Background: an optimization exercise with open tools, aiming at small area and a short achievable clock period. Do not read the settings as production practice. RTL that was checked went through simulation tests only; none was proved equivalent to the original.

Setup of v54:
==> flow/design.v (excerpt) <==
module DCT #(parameter horizontal = 1) (
  input wire CLK, input wire RST, input wire i_stb,
  input wire [7:0] i_D0, i_D1, i_D2, i_D3, i_D4, i_D5, i_D6, i_D7,
  output wire o_stb,
  output wire signed [15:0] o_D0, o_D1, o_D2, o_D3, o_D4, o_D5, o_D6, o_D7
);
Size: roughly 2800 cells after synthesis, about 590 flip-flops, about 35000 um^2 of cells after synthesis.
export LEC_CHECK = 0
export ABC_CLOCK_PERIOD_IN_PS = 3000
export CAP_MARGIN = 20
export CORE_MARGIN = 2
export CORE_UTILIZATION = 40
export CTS_CLUSTER_DIAMETER = 90
export CTS_CLUSTER_SIZE = 24
export PLACE_DENSITY = 0.6
export SETUP_SLACK_MARGIN = 5
export SLEW_MARGIN = 20
export SYNTH_HIERARCHICAL = 1
export SYNTH_MINIMUM_KEEP_SIZE = 0
create_clock -name core_clock -period 8.0 [get_ports {CLK}]
standard.sh (not shown) runs the stock make flow with config.mk's settings and CLKGATE_MAP_FILE= SYNTH_SCRIPT=/design/flow/synth_recipe.tcl, a recipe that flattens the netlist after the stock synthesis.
==> flow/flow/run.sh <==
#!/bin/bash
# Own layout flow: the standard layout (standard.sh, standard synthesis unchanged),
# with a tighter setup-repair target and plain buffers on the ports.
# Knobs are set in flow/knobs.txt (one make assignment per line).
set -euo pipefail
here=$(pwd)
python3 - "$here" <<'PY'
import sys, shlex
here = sys.argv[1]
s = open(here + '/standard.sh').read()
knobs = [l.strip() for l in open(here + '/flow/knobs.txt') if l.strip() and not l.startswith('#')]
extra = ' '.join(shlex.quote(k) for k in knobs)
s = s.replace('"${@:-finish}"', extra + ' "${@:-finish}"')
open(here + '/standard_own.sh', 'w').write(s)
PY
bash standard_own.sh > "$here/flow_make.log" 2>&1
==> flow/flow/knobs.txt <==
SETUP_SLACK_MARGIN=5.2
BUFFER_PORTS_ARGS=-buffer_cell sky130_fd_sc_hd__buf_1
v54: PASS, flow complete, no timing, DRC or antenna violations
For v32, these inputs were changed with respect to v54:
# v54
export LEC_CHECK = 0
export ABC_CLOCK_PERIOD_IN_PS = 3000
export CAP_MARGIN = 20
export CORE_MARGIN = 2
export CORE_UTILIZATION = 40
export CTS_CLUSTER_DIAMETER = 90
export CTS_CLUSTER_SIZE = 24
export PLACE_DENSITY = 0.6
export SETUP_SLACK_MARGIN = 5
export SLEW_MARGIN = 20
export SYNTH_HIERARCHICAL = 1
export SYNTH_MINIMUM_KEEP_SIZE = 0
create_clock -name core_clock -period 8.0 [get_ports {CLK}]
# v32
export LEC_CHECK = 0
export ABC_CLOCK_PERIOD_IN_PS = 3000
export CAP_MARGIN = 20
export CORE_MARGIN = 2
export CORE_UTILIZATION = 40
export CTS_CLUSTER_DIAMETER = 110
export CTS_CLUSTER_SIZE = 32
export PLACE_DENSITY = 0.6
export SETUP_SLACK_MARGIN = 5
export SLEW_MARGIN = 20
export SYNTH_HIERARCHICAL = 1
export SYNTH_MINIMUM_KEEP_SIZE = 0
create_clock -name core_clock -period 8.0 [get_ports {CLK}]
==> flow/flow/knobs.txt <==
SETUP_SLACK_MARGIN=5.15
BUFFER_PORTS_ARGS=-buffer_cell sky130_fd_sc_hd__buf_2
--- outcome ---
- Delta (v32 minus v54): transition time at the pin with the least slew margin decreased by 0.028 ns relative to the old numbers; critical path depth decreased by 8 relative to the old numbers; via count of the first global-routing pass decreased by 193 relative to the old numbers.
- Comparing cell area for v54 and v32, the bigger number came from v54.
- v54 → v32: cell count down about 0.7%, global-route usage decreased by 0.18 points relative to the old numbers.
Input changes introduced in v46 (baseline for comparison: v32):
# v32
export LEC_CHECK = 0
export ABC_CLOCK_PERIOD_IN_PS = 3000
export CAP_MARGIN = 20
export CORE_MARGIN = 2
export CORE_UTILIZATION = 40
export CTS_CLUSTER_DIAMETER = 110
export CTS_CLUSTER_SIZE = 32
export PLACE_DENSITY = 0.6
export SETUP_SLACK_MARGIN = 5
export SLEW_MARGIN = 20
export SYNTH_HIERARCHICAL = 1
export SYNTH_MINIMUM_KEEP_SIZE = 0
create_clock -name core_clock -period 8.0 [get_ports {CLK}]
# v46
export LEC_CHECK = 0
export ABC_CLOCK_PERIOD_IN_PS = 3000
export CAP_MARGIN = 20
export CORE_MARGIN = 2
export CORE_UTILIZATION = 40
export PLACE_DENSITY = 0.6
export SETUP_SLACK_MARGIN = 5
export SLEW_MARGIN = 20
export SYNTH_HIERARCHICAL = 1
export SYNTH_MINIMUM_KEEP_SIZE = 0
create_clock -name core_clock -period 8.0 [get_ports {CLK}]
==> run summary <==
v46: all stages complete, timing, DRC and antenna checks passed. Compared with v32, v46 shows met3 wire length higher by 65 um. Between v46 and v32, the count of inverters other than clock inverters in the layout figures differ only marginally. Delta (v46 minus v32): portion of the clock cycle consumed by the worst path in the final layout rose 0.21 points, multi-input combinational area share went down by 2.3 points. Compared with v32, in v46 number of clock buffers in the layout moved up, number of DRC markers in iteration 0 moved up, multi-input combinational cell area level.
> inputs changed (v46 -> v38)
# v46
export LEC_CHECK = 0
export ABC_CLOCK_PERIOD_IN_PS = 3000
export CAP_MARGIN = 20
export CORE_MARGIN = 2
export CORE_UTILIZATION = 40
export PLACE_DENSITY = 0.6
export SETUP_SLACK_MARGIN = 5
export SLEW_MARGIN = 20
export SYNTH_HIERARCHICAL = 1
export SYNTH_MINIMUM_KEEP_SIZE = 0
create_clock -name core_clock -period 8.0 [get_ports {CLK}]
# v38
export LEC_CHECK = 0
export ABC_CLOCK_PERIOD_IN_PS = 3000
export CAP_MARGIN = 20
export CORE_MARGIN = 2
export CORE_UTILIZATION = 40
export CTS_CLUSTER_DIAMETER = 100
export CTS_CLUSTER_SIZE = 28
export PLACE_DENSITY = 0.6
export SETUP_SLACK_MARGIN = 5
export SLEW_MARGIN = 20
export SYNTH_HIERARCHICAL = 1
export SYNTH_MINIMUM_KEEP_SIZE = 0
create_clock -name core_clock -period 8.0 [get_ports {CLK}]
[summary]
v38 vs v46: routed wire length down in v38
On non-clock buffer count: between v38 and v46, it ends up lower for v46.
The final critical path time including I/O delays and setup of v38 was inferior to that of v46.
In the flow results for v38 and v46, the critical path depth is smaller on v46.

---

DCT, a different RTL version from the one above (not shown whole).
For scale: roughly 2900 cells after synthesis, about 590 flip-flops, ~200 I/O pins, about 35000 um2 of cells after synthesis.
Settings: LEC_CHECK=0, ABC_CLOCK_PERIOD_IN_PS=3000, CAP_MARGIN=20, CORE_MARGIN=2, CORE_UTILIZATION=40, CTS_CLUSTER_DIAMETER=90, CTS_CLUSTER_SIZE=24, PLACE_DENSITY=0.6, SETUP_SLACK_MARGIN=5, SLEW_MARGIN=20, SYNTH_HIERARCHICAL=1, SYNTH_MINIMUM_KEEP_SIZE=0; clock period 8.0 ns.
==> flow/flow/knobs.txt <==
SETUP_SLACK_MARGIN=5.25
BUFFER_PORTS_ARGS=-buffer_cell sky130_fd_sc_hd__buf_1
Scripts as last shown in full above: flow/flow/run.sh
Rerun with:
Settings changed: CORE_UTILIZATION 40 to 45, PLACE_DENSITY 0.6 to 0.7.
Result:
- first-iteration DRC count went up by 2.3%
- synthesized cell count does not change
- non-clock buffer count does not change
- global-route usage is higher by 1.4 points
- routed wire length falls by 2.7%
- worst setup slack is worse by 0.022 ns
- synthesized area does not change

---

run A:
Starting RTL as in the previous note.
clock: 8.0 ns
lec_check: 0
abc_clock_period_in_ps: 3000
cap_margin: 20
core_margin: 2
core_utilization: 40
cts_cluster_diameter: 90
cts_cluster_size: 24
place_density: 0.6
setup_slack_margin: 5
slew_margin: 20
synth_hierarchical: 1
synth_minimum_keep_size: 0
==> flow/flow/knobs.txt <==
SETUP_SLACK_MARGIN=5.35
BUFFER_PORTS_ARGS=-buffer_cell sky130_fd_sc_hd__buf_1
Scripts as last shown in full above: flow/flow/run.sh
Run A finished all stages; the layout is clean.
Inputs modified between run A and run B:
# run A
export LEC_CHECK = 0
export ABC_CLOCK_PERIOD_IN_PS = 3000
export CAP_MARGIN = 20
export CORE_MARGIN = 2
export CORE_UTILIZATION = 40
export CTS_CLUSTER_DIAMETER = 90
export CTS_CLUSTER_SIZE = 24
export PLACE_DENSITY = 0.6
export SETUP_SLACK_MARGIN = 5
export SLEW_MARGIN = 20
export SYNTH_HIERARCHICAL = 1
export SYNTH_MINIMUM_KEEP_SIZE = 0
create_clock -name core_clock -period 8.0 [get_ports {CLK}]
# run B
export LEC_CHECK = 0
export ABC_CLOCK_PERIOD_IN_PS = 3000
export CAP_MARGIN = 5
export CORE_MARGIN = 2
export CORE_UTILIZATION = 40
export CTS_CLUSTER_DIAMETER = 90
export CTS_CLUSTER_SIZE = 24
export PLACE_DENSITY = 0.6
export SETUP_SLACK_MARGIN = 5
export SLEW_MARGIN = 5
export SYNTH_HIERARCHICAL = 1
export SYNTH_MINIMUM_KEEP_SIZE = 0
create_clock -name core_clock -period 8.0 [get_ports {CLK}]
==> flow/flow/knobs.txt <==
SETUP_SLACK_MARGIN=5.25
BUFFER_PORTS_ARGS=-buffer_cell sky130_fd_sc_hd__buf_1
## What came out
Number of maximum-capacitance constraint violations: run A vs run B identical. No stage failed in run B, and the final checks on the layout all came back clean. Diff run A -> run B | setup slack | decrease of 0.028 ns. Run B vs run A: routed wire length down slightly. Max total buffers and inverters traversed by the critical path across run B and run A: run A. Summary: cell area after layout, run B better than run A. Run B ended up with dfxtp_1 as its critical path's slowest cell; run A ended up with dfxtp_4. Compared run B vs run A, and layout overhead on the synthesized area is down in run B. Run B vs. run A: non-clock buffer count fell 20%; worst hold slack roughly the same; share of synthesized area spent on multiplexers has remained practically unchanged.
Setup changes, run B to run C
# run B
export LEC_CHECK = 0
export ABC_CLOCK_PERIOD_IN_PS = 3000
export CAP_MARGIN = 5
export CORE_MARGIN = 2
export CORE_UTILIZATION = 40
export CTS_CLUSTER_DIAMETER = 90
export CTS_CLUSTER_SIZE = 24
export PLACE_DENSITY = 0.6
export SETUP_SLACK_MARGIN = 5
export SLEW_MARGIN = 5
export SYNTH_HIERARCHICAL = 1
export SYNTH_MINIMUM_KEEP_SIZE = 0
create_clock -name core_clock -period 8.0 [get_ports {CLK}]
# run C
export LEC_CHECK = 0
export ABC_CLOCK_PERIOD_IN_PS = 3000
export CAP_MARGIN = 20
export CORE_MARGIN = 2
export CORE_UTILIZATION = 40
export CTS_CLUSTER_DIAMETER = 90
export CTS_CLUSTER_SIZE = 24
export GPL_ROUTABILITY_DRIVEN = 0
export PLACE_DENSITY = 0.6
export SETUP_SLACK_MARGIN = 5
export SLEW_MARGIN = 20
export SYNTH_HIERARCHICAL = 1
export SYNTH_MINIMUM_KEEP_SIZE = 0
create_clock -name core_clock -period 8.0 [get_ports {CLK}]
Results
- Per the comparison of run C with run B, total of fill cells in the finished design essentially unchanged, met2 track demand over resource closely matched the old numbers, layout sequential cell count shows no meaningful change.
- Between run C and run B, the detailed-routed wire length on met2 figures differ only marginally.
- Register area share after synthesis of run C is on par with run B.
- Diff run C..run B | non-clock buffer count | unchanged
- Diff run B..run C | count of placed standard cells in the final layout, fillers left out | unchanged
#### Input delta (run D over run C)
# run C
export LEC_CHECK = 0
export ABC_CLOCK_PERIOD_IN_PS = 3000
export CAP_MARGIN = 20
export CORE_MARGIN = 2
export CORE_UTILIZATION = 40
export CTS_CLUSTER_DIAMETER = 90
export CTS_CLUSTER_SIZE = 24
export GPL_ROUTABILITY_DRIVEN = 0
export PLACE_DENSITY = 0.6
export SETUP_SLACK_MARGIN = 5
export SLEW_MARGIN = 20
export SYNTH_HIERARCHICAL = 1
export SYNTH_MINIMUM_KEEP_SIZE = 0
create_clock -name core_clock -period 8.0 [get_ports {CLK}]
# run D
export LEC_CHECK = 0
export ABC_CLOCK_PERIOD_IN_PS = 3000
export CAP_MARGIN = 20
export CORE_MARGIN = 2
export CORE_UTILIZATION = 40
export CTS_CLUSTER_DIAMETER = 90
export CTS_CLUSTER_SIZE = 24
export PLACE_DENSITY = 0.6
export SETUP_SLACK_MARGIN = 5
export SLEW_MARGIN = 20
export SYNTH_HIERARCHICAL = 1
export SYNTH_MINIMUM_KEEP_SIZE = 0
create_clock -name core_clock -period 8.0 [get_ports {CLK}]
==> flow/flow/knobs.txt <==
SETUP_SLACK_MARGIN=5.3
BUFFER_PORTS_ARGS=-buffer_cell sky130_fd_sc_hd__buf_1
### Flow results
- Going from run C to run D, average wire length per cell after detail routing shrinks by 0.086 um.
- Detail-routed via count per cell essentially unchanged between run D and run C.
- Sort run C and run D by routed length on met3 asc -> top: run D
- Between run C and run D, growth of design area from synthesis to finish increased.
- As of run D, global-route wire length before repair had risen slightly compared to run C.
- Delta (run D minus run C): area occupied by multi-input gates climbed 1.2%, routed wire length barely changed.

---

Another version of the RTL of DCT (not shown whole).
Size in the first run: ~590 flip-flops, ~200 I/O pins, ~36000 um2 of cells after synthesis.
clock: 8.0 ns
lec_check: 0
abc_clock_period_in_ps: 3000
cap_margin: 20
core_margin: 2
core_utilization: 40
place_density: 0.6
setup_slack_margin: 5
slew_margin: 20
synth_hierarchical: 1
synth_minimum_keep_size: 0
==> flow/flow/knobs.txt <==
SETUP_SLACK_MARGIN=5.2
BUFFER_PORTS_ARGS=-buffer_cell sky130_fd_sc_hd__buf_2
Scripts as last shown in full above: flow/flow/run.sh
Change:
==> flow/run.sh (new file) <==
#!/bin/bash
# synth_recipe.tcl (not shown) runs the flow's synth.tcl, then flattens the netlist and writes it again
# the make line also repeats each setting of config.mk as NAME=value (left out here)
make -C /OpenROAD-flow-scripts/flow DESIGN_CONFIG=/design/flow/config.mk WORK_HOME=/design/flow/orfs CLKGATE_MAP_FILE= SYNTH_SCRIPT=/design/flow/synth_recipe.tcl finish
Settings changed: CTS_BUF_LIST set to sky130_fd_sc_hd__clkbuf_4 sky130_fd_sc_hd__clkbuf_8.
removed: flow/flow/run.sh
removed: flow/flow/knobs.txt
removed: flow/standard.sh
Die area stays the same. Core utilization rises by 0.27 points. Via count barely changes. Synthesized cell count does not change. Register-to-register slack gets worse by 30 ps. Critical path depth is unchanged. Wire length falls by 0.31%. Cell count rises by 1.0%.
No run of this note included a check of the RTL's function; only the layout flow was run.

[separate check: timing with driven ports]
Ports are ideal in the flow. The routed layouts listed here were re-timed in OpenROAD.
Step 1, drivers: a clkbuf_16 drives CLK and a buf_2 each remaining input, both assumed.
Step 2 times the ports against the registers' clock, not the clock port: input delays grow and output delays shrink by t, the midpoint of the rising clock arrivals with the driver on.
a / b / c = ideal / step 1 / step 2; a / b = the first two.
| run | t (ns) | setup WS [ns] | worst data-port slew with drivers (ns) |
|---|---|---|---|
| v54 | 0.643 | 5.186 / 5.169 / 4.525 | 0.12 |
| v32 | 0.671 | 5.193 / 5.170 / 4.499 | 0.08 |
| v46 | 0.680 | 5.176 / 5.176 / 4.521 | 0.09 |
| v38 | 0.643 | 5.158 / 5.155 / 4.532 | 0.09 |
| the first run of note 2 | 0.649 | 5.292 / 5.238 / 4.892 | 0.09 |
| the second run of note 2 | 0.674 | 5.270 / 5.209 / 4.902 | 0.11 |
| run A | 0.644 | 5.320 / 5.248 / 4.740 | 0.13 |
| run B | 0.649 | 5.292 / 5.238 / 4.892 | 0.09 |
| run C | 0.649 | 5.292 / 5.238 / 4.892 | 0.09 |
| run D | 0.645 | 5.297 / 5.235 / 4.761 | 0.10 |
| the first run of note 4 | 0.670 | 5.008 / 5.008 / 4.436 | 0.20 |
| the second run of note 4 | 0.778 | 4.973 / 4.973 / 4.296 | 0.13 |
After both steps setup and hold are still met in every run listed. For v32, which loses most, drivers alone change the setup slack by -0.023 ns; drivers and shift together by -0.694 ns.
